This is an optimization exercise on Yosys and OpenROAD, whose aim is small area, not a production implementation. Only simulation tests tie the RTL to the original design; equivalence was not proved. The clock input has no modelled driver; a real chip could not lean on it and would need a root buffer or a full tree.

==> job 5957: inputs <==
==> flow/design.v (excerpt) <==
module UART_top #(parameter debounce_period_Hz = 10000,
                  parameter clk_divisor = 868,
                  parameter num_bits = 8,
                  parameter parity = 0)
(
  input  logic       clk,
  input  logic       RSTn,
  input  logic       start,
  input  logic [7:0] data_in,
  output logic [7:0] data_out,
  input  logic       RX,
  output logic       TX
);
logic        s1, thr, btn;
logic [13:0] dq;
wire [13:0] dl     = dq ^ 14'h1555;
wire        d_x    = start ^ s1;
wire        d_last = (dl == 14'h184b);
wire [13:0] d_sh   = {dl[12:0], ~^(dl & 14'h3000)};
wire [13:0] d_nx   = thr ? 14'h1 : (d_x && !d_last) ? 14'h0 : d_sh;
wire        go     = thr & start & ~btn;
always_ff @(posedge clk or negedge RSTn)
  if (!RSTn) begin
    s1 <= 1'b0; thr <= 1'b0; btn <= 1'b0; dq <= 14'h1556;
  end else begin
    s1  <= start;
    thr <= d_last;
    if (thr) btn <= start;
    dq  <= d_nx ^ 14'h1555;
  end
localparam logic [3:0] HALF = 4'd15, IDLE = 4'd10;
function automatic logic [3:0] inc4(input logic [3:0] k, input logic a);
  inc4 = k ^ {a & k[2] & k[1] & k[0], a & k[1] & k[0], a & k[0], a};
endfunction
logic [3:0] tk;
logic [9:0] tc;
logic       txr, pre, f;
wire [9:0] tl     = tc ^ 10'h2aa;
wire       t_term = (tl == 10'h2aa);
wire       t_idle = tk[3] & tk[1] & ~tk[0];
wire       t_acc  = go;
wire [9:0] t_sh   = {tl[8:0], ^(tl & 10'h240)};
wire [9:0] t_nx   = t_acc ? 10'h270 : t_term ? 10'h2 : t_sh;
wire       par    = ^data_in;
always_comb
  if (tk[3]) f = ~tk[2] & (tk[0] | par);    
  else       f = data_in[tk[2:0]];
always_ff @(posedge clk) begin
  pre <= f;
  tc  <= t_nx ^ 10'h2aa;
end
always_ff @(posedge clk or negedge RSTn)
  if (!RSTn) begin
    tk <= IDLE; txr <= 1'b1;
  end else begin
    if (t_term && !t_idle) txr <= pre;
    if (t_acc) tk <= HALF;
  ...
==> module UART_top, before the edit <==
module UART_top #(parameter debounce_period_Hz = 10000,
                  parameter clk_divisor = 868,
                  parameter num_bits = 8,
                  parameter parity = 0)
(
  input  logic       clk,
  input  logic       RSTn,
  input  logic       start,
  input  logic [7:0] data_in,
  output logic [7:0] data_out,
  input  logic       RX,
  output logic       TX
);
logic        s1, thr, btn;
logic [13:0] dq;
wire [13:0] dl     = dq ^ 14'h1555;
wire        d_x    = start ^ s1;
wire        d_last = (dl == 14'h184b);
wire [13:0] d_sh   = {dl[12:0], ~^(dl & 14'h3000)};
wire [13:0] d_nx   = thr ? 14'h1 : (d_x && !d_last) ? 14'h0 : d_sh;
wire        go     = thr & start & ~btn;
always_ff @(posedge clk or negedge RSTn)
  if (!RSTn) begin
    s1 <= 1'b0; thr <= 1'b0; btn <= 1'b0; dq <= 14'h1556;
  end else begin
    s1  <= start;
    thr <= d_last;
    if (thr) btn <= start;
    dq  <= d_nx ^ 14'h1555;
  end
localparam logic [3:0] HALF = 4'd15, IDLE = 4'd10;
function automatic logic [3:0] inc4(input logic [3:0] k, input logic a);
  inc4 = k ^ {a & k[2] & k[1] & k[0], a & k[1] & k[0], a & k[0], a};
endfunction
logic [3:0] tk;
logic [9:0] tc;
logic       txr, pre, f;
wire [9:0] tl     = tc ^ 10'h2aa;
wire       t_term = (tl == 10'h2aa);
wire       t_idle = tk[3] & tk[1] & ~tk[0];
wire       t_acc  = go;
wire [9:0] t_sh   = {tl[8:0], ^(tl & 10'h240)};
wire [9:0] t_nx   = t_acc ? 10'h270 : t_term ? 10'h2 : t_sh;
wire       par    = ^data_in;
always_comb
  if (tk[3]) f = ~tk[2] & (tk[0] | par);    
  else       f = data_in[tk[2:0]];
always_ff @(posedge clk) begin
  pre <= f;
  tc  <= t_nx ^ 10'h2aa;
end
always_ff @(posedge clk or negedge RSTn)
  if (!RSTn) begin
    tk <= IDLE; txr <= 1'b1;
  end else begin
    if (t_term && !t_idle) txr <= pre;
    if (t_acc) tk <= HALF;
    else       tk <= inc4(tk, t_term & ~t_idle);
  end
assign TX = txr;
logic       sr;
logic [3:0] rk;
logic [9:0] rc;
logic [7:0] dout;
wire [9:0] rl     = rc ^ 10'h2aa;
wire       r_term = (rl == 10'h2aa);
wire       r_idle = rk[3] & rk[1] & ~rk[0];
wire       r_acc  = r_idle & ~sr;
wire [9:0] r_sh   = {rl[8:0], ^(rl & 10'h240)};
wire [9:0] r_nx   = r_acc ? 10'h20f : r_term ? 10'h2 : r_sh;
always_ff @(posedge clk) rc <= r_nx ^ 10'h2aa;
always_ff @(posedge clk or negedge RSTn)
  if (!RSTn) begin
    sr <= 1'b1; rk <= IDLE; dout <= 8'd0;
  end else begin
    sr <= RX;
    if (r_acc) rk <= HALF;
    else       rk <= inc4(rk, r_term & ~r_idle);
    for (int i = 0; i < 8; i++)
      if (r_term && rk == i) dout[i] <= sr;
  end
assign data_out = dout;
endmodule
clock: 10.0 ns
lec_check: 0
cap_margin: 20
core_margin: 2
core_utilization: 50
slew_margin: 20
standard.sh (not shown) runs the stock make flow with config.mk's settings and CLKGATE_MAP_FILE= SYNTH_SCRIPT=/design/flow/synth_recipe.tcl, a recipe that flattens the netlist after the stock synthesis.
==> flow/flow/run.sh <==
#!/bin/bash
# The standard layout (standard.sh) with these changes:
#  - synthesis is the standard flow's script (synth_recipe.tcl) with ABC run on an
#    area-oriented script (flow/abc_area.script); registers are mapped before
#    ABC runs, so they are the standard synthesis's;
#  - the ports are buffered with the smallest buffer, sky130_fd_sc_hd__buf_1;
#  - the clock tree is one level of clock buffers (flow/cts_pre.tcl) instead
#    of TritonCTS's H-tree.
# Each step's full log is in orfs/logs/; make's own output goes to standard.log.
set -euo pipefail
here=$(pwd)
cat flow/abc_hook.tcl synth_recipe.tcl > my_synth.tcl
sed "s#SYNTH_SCRIPT=[^ ]*#SYNTH_SCRIPT=$here/my_synth.tcl#" standard.sh > my_standard.sh
grep -q "SYNTH_SCRIPT=$here/my_synth.tcl" my_standard.sh
export MY_ABC_SCRIPT="$here/flow/abc_area.script"
export BUFFER_PORTS_ARGS="-buffer_cell sky130_fd_sc_hd__buf_1"
export PRE_CTS_TCL="$here/flow/cts_pre.tcl"
bash my_standard.sh finish > standard.log 2>&1
==> flow/flow/abc_area.script <==
strash
ifraig
dc2
balance
dc2
dch -f
amap -F 8 -A 8
topo
==> flow/flow/abc_hook.tcl <==
# Run ABC with flow/abc_area.script (area-oriented mapping) in place of the
# script ORFS picks; everything else in the synthesis is the standard flow's own.
proc abc { args } {
  set i [lsearch -exact $args -script]
  if { $i >= 0 } { lset args [expr {$i + 1}] $::env(MY_ABC_SCRIPT) }
  yosys abc {*}$args
}
Other scripts of this flow, unchanged in this note and not shown: flow/flow/cts_pre.tcl
==> job 9074: changes against job 5957 <==
--- a/flow/design.v
+++ b/flow/design.v
@@ -12,21 +12,27 @@
   output logic       TX
 );
-logic        s1, thr, btn;
+logic        s1, s2, thr, en, btn;
 logic [13:0] dq;
-wire [13:0] dl     = dq ^ 14'h1555;
-wire        d_x    = start ^ s1;
-wire        d_last = (dl == 14'h184b);
-wire [13:0] d_sh   = {dl[12:0], ~^(dl & 14'h3000)};
-wire [13:0] d_nx   = thr ? 14'h1 : (d_x && !d_last) ? 14'h0 : d_sh;
-wire        go     = thr & start & ~btn;
+wire [13:0] dl     = dq ^ 14'h2aaa;
+wire        d_x    = s1 ^ s2;
+wire        d_last = (dl == 14'h1560);
+wire [13:0] d_sh   = {dl[12:0], ^(dl & 14'h2001)};
+wire [13:0] d_nx   = thr ? 14'h3ffe : (d_x && !d_last) ? 14'h3fff : d_sh;
 always_ff @(posedge clk or negedge RSTn)
   if (!RSTn) begin
-    s1 <= 1'b0; thr <= 1'b0; btn <= 1'b0; dq <= 14'h1556;
+    s1 <= 1'b0; s2 <= 1'b0; thr <= 1'b0; en <= 1'b0; btn <= 1'b0; dq <= 14'h1554;
   end else begin
     s1  <= start;
+    s2  <= s1;
     thr <= d_last;
-    if (thr) btn <= start;
-    dq  <= d_nx ^ 14'h1555;
+    en  <= thr;
+    if (en) btn <= s2;
+    dq  <= d_nx ^ 14'h2aaa;
   end
+logic o1, o2;
+always_ff @(posedge clk or negedge RSTn)
+  if (!RSTn) begin o1 <= 1'b0; o2 <= 1'b0; end
+  else begin o1 <= btn; o2 <= o1; end
+wire pe = o1 & ~o2;
 localparam logic [3:0] HALF = 4'd15, IDLE = 4'd10;
 function automatic logic [3:0] inc4(input logic [3:0] k, input logic a);
@@ -37,9 +43,10 @@
 logic       txr, pre, f;
 wire [9:0] tl     = tc ^ 10'h2aa;
-wire       t_term = (tl == 10'h2aa);
+wire       t_term = (tl == 10'h155);
 wire       t_idle = tk[3] & tk[1] & ~tk[0];
-wire       t_acc  = go;
+wire       t_stop = tk[3] & ~tk[1] & tk[0];
+wire       t_acc  = pe & (t_idle | (t_stop & t_term));
 wire [9:0] t_sh   = {tl[8:0], ^(tl & 10'h240)};
-wire [9:0] t_nx   = t_acc ? 10'h270 : t_term ? 10'h2 : t_sh;
+wire [9:0] t_nx   = t_acc ? 10'h20f : t_term ? 10'h4 : t_sh;
 wire       par    = ^data_in;
 always_comb
@@ -64,9 +71,9 @@
 logic [7:0] dout;
 wire [9:0] rl     = rc ^ 10'h2aa;
-wire       r_term = (rl == 10'h2aa);
+wire       r_term = (rl == 10'h155);
 wire       r_idle = rk[3] & rk[1] & ~rk[0];
 wire       r_acc  = r_idle & ~sr;
 wire [9:0] r_sh   = {rl[8:0], ^(rl & 10'h240)};
-wire [9:0] r_nx   = r_acc ? 10'h20f : r_term ? 10'h2 : r_sh;
+wire [9:0] r_nx   = r_acc ? 10'h1f : r_term ? 10'h4 : r_sh;
 always_ff @(posedge clk) rc <= r_nx ^ 10'h2aa;
 always_ff @(posedge clk or negedge RSTn)
==> flow/flow/run.sh (replaced) <==
#!/bin/bash
# The standard layout (standard.sh) with two changes:
#  - the ports are buffered with the smallest buffer, sky130_fd_sc_hd__buf_1;
#  - the clock tree is one level of clock buffers (flow/cts_pre.tcl) instead
#    of TritonCTS's H-tree.
# Each step's full log is in orfs/logs/; make's own output goes to standard.log.
set -euo pipefail
here=$(pwd)
export BUFFER_PORTS_ARGS="-buffer_cell sky130_fd_sc_hd__buf_1"
export PRE_CTS_TCL="$here/flow/cts_pre.tcl"
bash standard.sh finish > standard.log 2>&1
- CORE_UTILIZATION: 50 -> 70
- CTS_BUF_LIST: not set -> sky130_fd_sc_hd__clkbuf_4 sky130_fd_sc_hd__clkbuf_8
- CTS_CLUSTER_DIAMETER: not set -> 500
- CTS_CLUSTER_SIZE: not set -> 100
removed: flow/flow/abc_area.script
removed: flow/flow/abc_hook.tcl
==> impl_metrics.csv <==
group,metric,value,unit
logic_synthesis,synth_nets,218,
route,wl_met1,1.710,mm
sta,slew_headroom,0.4564,
power_and_ir_drop,power_frac_clock,0.249,
power_and_ir_drop,powerSeq,0.000229,W
floorplan,initial_utilization,0.5186,
logic_synthesis,synth_compound_area_frac,0.1379,
run_status,status,"no timing/DRC/antenna violations",
critical_path,crit_path_start,"data_in[2]",
logic_synthesis,ys_top_cells_by_area,"dfrtp_1 (27%), dfxtp_1 (20%), dfstp_2 (17%)",
finish,fillCellCount,368,
global_route,grt_use_met3,0.01151,
power_and_ir_drop,p_per_area,143.3,mW/mm^2
critical_path,r2r_end,"rk[0]",
critical_path,path_depth,8,
power_and_ir_drop,comb_power_share,0.038,
finish,stdcell_area,0.002240,sq mm
critical_path,rrSetupSlack,7.52,ns
route,drt_wl_total,3.459,mm
route,wl_met3,123,um
-- figures above: job 5957

==> impl_metrics.csv <==
group,metric,value,unit
run_status,status,"no timing/DRC/antenna violations",
logic_synthesis,synth_compound_area_frac,0.05272,
critical_path,crit_path_start,"data_in[7]",
route,drt_wl_total,3.879,mm
critical_path,rrSetupSlack,8.02,ns
power_and_ir_drop,p_per_area,142.3,mW/mm^2
global_route,grt_use_met3,0.02731,
route,wl_met1,1.704,mm
finish,fillCellCount,219,
sta,fmax,335.9,MHz
logic_synthesis,ys_top_cells_by_area,"dfrtp_1 (30%), dfxtp_1 (18%), dfstp_2 (14%)",
critical_path,r2r_end,"tk[0]",
power_and_ir_drop,power_frac_clock,0.241,
logic_synthesis,synth_top_area_frac,0.2965,
sta,slew_headroom,0.4179,
logic_synthesis,synth_nets,206,
critical_path,path_depth,5,
finish,stdcell_area,0.002430,sq mm
power_and_ir_drop,comb_power_share,0.046,
-- figures above: job 9074

No run of this note takes its clock network from TritonCTS; it comes from the design's own scripts or RTL.

==> re-timing with driven ports <==
The results above use ideal ports. As a check the final layouts listed here were re-extracted and re-timed, cells and wires unchanged. Step 1: set_driving_cell puts a clkbuf_16 on clk and a buf_2 on each other input, an assumption about the parent block. Step 2 also shifts input and output timing later by t, the mid clock arrival at the registers, as if the neighbouring blocks saw the same clock. Slacks: ideal ports / drivers / drivers and shift; pairs: ideal ports / drivers.
run | shift t [ns] | setup WS [ns] | worst data-port slew with drivers (ns)
job 5957 | 0.206 | 7.136 / 7.111 / 6.956 | 0.03
job 9074 | 0.209 | 7.023 / 7.047 / 6.838 | 0.03
After both steps every run listed still meets setup and hold. For job 9074, which loses most, drivers alone change the setup slack by +0.024 ns; drivers and shift together by -0.185 ns.
